Background: an optimization exercise with open tools, aiming at small area and few clock cycles. Do not read the settings as production practice.
Only simulation tests tie the RTL to the original design; equivalence was not proved.
Power figures rest on the tool's default switching activity, not on a simulated workload.

==> job 6219: inputs <==
## ExploreMIPS
module ExploreMIPS(
    input   wire            clk,
    input   wire            rst,
    output  wire            W_instr_ram_ena,
    output  wire [3:0]      W_instr_ram_wea,
    output  wire [31:0]     W_instr_ram_w_data,
    output  wire [31:0]     W_instr_ram_addr,
    input   wire [31:0]     W_instr_ram_r_data,
    output  wire            W_data_ram_ena,
    output  wire [3:0]      W_data_ram_wea,
    output  wire [31:0]     W_data_ram_w_data,
    output  wire [31:0]     W_data_ram_addr,
    input   wire [31:0]     W_data_ram_r_data,
    output  wire [31:0]     W_debug_wb_pc,
    output  wire [ 3:0]     W_debug_wb_rf_wen,
    output  wire [ 4:0]     W_debug_wb_rf_wnum,
    output  wire [31:0]     W_debug_wb_rf_wdata
    );
    assign W_instr_ram_ena    = ~rst;
    assign W_instr_ram_wea    = 4'h0;
    assign W_instr_ram_w_data = 32'h0000_0000;
    assign W_data_ram_ena     = 1'b1;
    wire [31:0] ins = W_instr_ram_r_data;
    wire [5:0]  op  = ins[31:26];
    wire [4:0]  rs  = ins[25:21];
    wire [4:0]  rt  = ins[20:16];
    wire [4:0]  rd  = ins[15:11];
    wire [5:0]  fn  = ins[5:0];
    wire is_r    = (op == 6'b000_000);
    wire is_addi = (op == 6'b001_000);
    wire is_lw   = (op == 6'b100_011);
    wire is_sw   = (op == 6'b101_011);
    wire is_beq  = (op == 6'b000_100);
    wire is_j    = (op == 6'b000_010);
    wire r_ok    = is_r & fn[5];                 
    wire w_ena   = r_ok | is_addi | is_lw;
    wire [4:0] w_num = is_r ? rd : rt;
    reg  [31:0] rf [1:31];
    wire [991:0] rf_flat;
    wire [31:1]  rs_sel, rt_sel;
    genvar r;
    generate
        for (r = 1; r < 32; r = r + 1) begin : sel_
            assign rf_flat[(r-1)*32 +: 32] = rf[r];
            assign rs_sel[r] = (rs == r);
            assign rt_sel[r] = (rt == r);
        end
    endgenerate
    wire [31:0] a, b;
    RfReadPort read_a(.sel(rs_sel), .d(rf_flat), .q(a));
    RfReadPort read_b(.sel(rt_sel), .d(rf_flat), .q(b));
  ...
==> flow/config.mk <==
export PLATFORM = sky130hd
export DESIGN_NAME = ExploreMIPS
export DESIGN_NICKNAME = ExploreMIPS
export VERILOG_FILES = /design/flow/design.v
export SDC_FILE = /design/flow/constraint.sdc
export NUM_CORES = 4
export LEC_CHECK = 0
export CAP_MARGIN = 20
export CORE_MARGIN = 2
export CORE_UTILIZATION = 40
export PLACE_DENSITY = 0.6
export SLEW_MARGIN = 20
export SYNTH_HIERARCHICAL = 1
==> flow/constraint.sdc <==
create_clock -name core_clock -period 11.0 [get_ports {clk}]
set_input_delay 2.2000 -clock core_clock [delete_from_list [all_inputs] [get_ports {clk}]]
set_output_delay 2.2000 -clock core_clock [all_outputs]
set_load 0.01 [all_outputs]
standard.sh (not shown) runs the stock make flow with config.mk's settings and CLKGATE_MAP_FILE= SYNTH_SCRIPT=/design/flow/synth_recipe.tcl, a recipe that flattens the netlist after the stock synthesis.
==> flow/flow/run.sh <==
#!/bin/bash
set -euo pipefail
export BUFFER_PORTS_ARGS="-buffer_cell sky130_fd_sc_hd__buf_1"
export CTS_ARGS="-sink_clustering_enable -repair_clock_nets -dont_use_dummy_load -sink_clustering_size 20 -sink_clustering_max_diameter 70"
bash standard.sh > standard.log 2>&1
==> inputs of job 8225, as changes to job 6219 <==
==> flow/flow/run.sh (replaced) <==
#!/bin/bash
set -euo pipefail
export BUFFER_PORTS_ARGS="-buffer_cell sky130_fd_sc_hd__buf_1"
export CTS_ARGS="-sink_clustering_enable -repair_clock_nets -dont_use_dummy_load -sink_clustering_size 14 -sink_clustering_max_diameter 60 -sink_clustering_buffer sky130_fd_sc_hd__clkbuf_8"
bash standard.sh > standard.log 2>&1
==> inputs of job 3731, as changes to job 6219 <==
==> flow/flow/run.sh (replaced) <==
#!/bin/bash
set -euo pipefail
export BUFFER_PORTS_ARGS="-buffer_cell sky130_fd_sc_hd__buf_1"
export CTS_ARGS="-sink_clustering_enable -repair_clock_nets -dont_use_dummy_load -sink_clustering_size 14 -sink_clustering_max_diameter 60 -buf_list sky130_fd_sc_hd__clkbuf_8"
bash standard.sh > standard.log 2>&1
==> comparison <==
Synthesized cell count is the same in job 6219 and job 8225. Non-clock buffer count is the same in job 6219 and job 3731. The highest worst setup slack belongs to job 8225, the lowest to job 3731. Total power, lowest first: job 3731, job 8225, job 6219. Routed wire length is about the same in job 3731 and job 8225. Register-to-register slack is about the same in job 6219 and job 3731. Critical path depth is the same in job 8225 and job 3731. Hold slack, highest first: job 6219, job 3731, job 8225.
==> figures <==
Result of the run: job 3731 no timing/DRC/antenna violations; job 6219 no timing/DRC/antenna violations; job 8225 no timing/DRC/antenna violations
Fillers: job 3731 10000; job 6219 9937; job 8225 9983
Leakage: job 3731 16.7 nW; job 6219 16.9 nW; job 8225 16.7 nW
Switching part of the total power: job 3731 31.2%; job 6219 30.2%; job 8225 31.1%
Clock network power: job 3731 0.00199 W; job 6219 0.00234 W; job 8225 0.00209 W
Share of total power in combinational logic: job 3731 23.3%; job 6219 22.4%; job 8225 23.1%
Slew at the pin closest to its max-slew limit: job 3731 1.19 ns; job 6219 1.27 ns; job 8225 1.19 ns
Remaining max-slew budget at the tightest pin: job 3731 20.5%; job 6219 15.0%; job 8225 20.5%
Wire length of the first global-routing pass: job 3731 257000 microns; job 6219 256000 microns; job 8225 258000 microns
Per-cell routed wire length: job 3731 38.7 microns; job 6219 38.8 microns; job 8225 38.7 microns
Clock slew at reported path FFs: job 3731 0.05 ns; job 6219 0.04 ns; job 8225 0.05 ns
Number of buffers created by CTS: job 3731 93; job 6219 67; job 8225 93
Buffer share of cell area: job 3731 4.23%; job 6219 4.19%; job 8225 4.22%
Fin util: job 3731 45.3%; job 6219 45.6%; job 8225 45.4%
Power per Cell Area: job 3731 175 nW/um^2; job 6219 180 nW/um^2; job 8225 176 nW/um^2
Biggest cell delay along the critical path: job 3731 0.87 ns; job 6219 0.86 ns; job 8225 0.87 ns
Clock buffers and inverters, area share: job 3731 2.50%; job 6219 3.26%; job 8225 2.70%
Final Cell Area: job 3731 51100 sq um; job 6219 51500 sq um; job 8225 51200 sq um
Testbench counts of job 6219, summed over its fixed seeds: cycles 7,592.
Testbench counts of job 8225, summed over its fixed seeds: cycles 7,592.
Testbench counts of job 3731, summed over its fixed seeds: cycles 7,592.

[port drivers added, routing unchanged]
How much do the figures lean on ideal ports? The routed layouts below were timed once more, with nothing changed but the port constraints. Step 1 (the two cells are an assumption about what drives the block):
set clk [get_ports {clk}]
set_driving_cell -lib_cell sky130_fd_sc_hd__clkbuf_16 $clk
set_driving_cell -lib_cell sky130_fd_sc_hd__buf_2 [delete_from_list [all_inputs] $clk]
Step 2 moves the port delays by t, midway between the first and last clock arrival at a register: inputs arrive t later, outputs are due t later. That takes back most of the time a late clock gives input paths. Three values: no drivers, after step 1, after step 2; two values: the first two.
| run | t (ns) | slack for setup (ns) | hold WS [ns] | worst register clock-pin slew, ns | cell pins on the clock port's net |
|---|---|---|---|---|---|
| job 6219 | 0.694 | 0.574 / 0.536 / 0.536 | 0.802 / 0.802 / 0.802 | 0.09 / 0.09 | 1 |
| job 8225 | 0.712 | 0.602 / 0.564 / 0.564 | 0.796 / 0.796 / 0.796 | 0.10 / 0.10 | 1 |
| job 3731 | 0.827 | 0.574 / 0.536 / 0.536 | 0.796 / 0.796 / 0.796 | 0.11 / 0.11 | 1 |
After both steps every run listed still meets setup and hold.
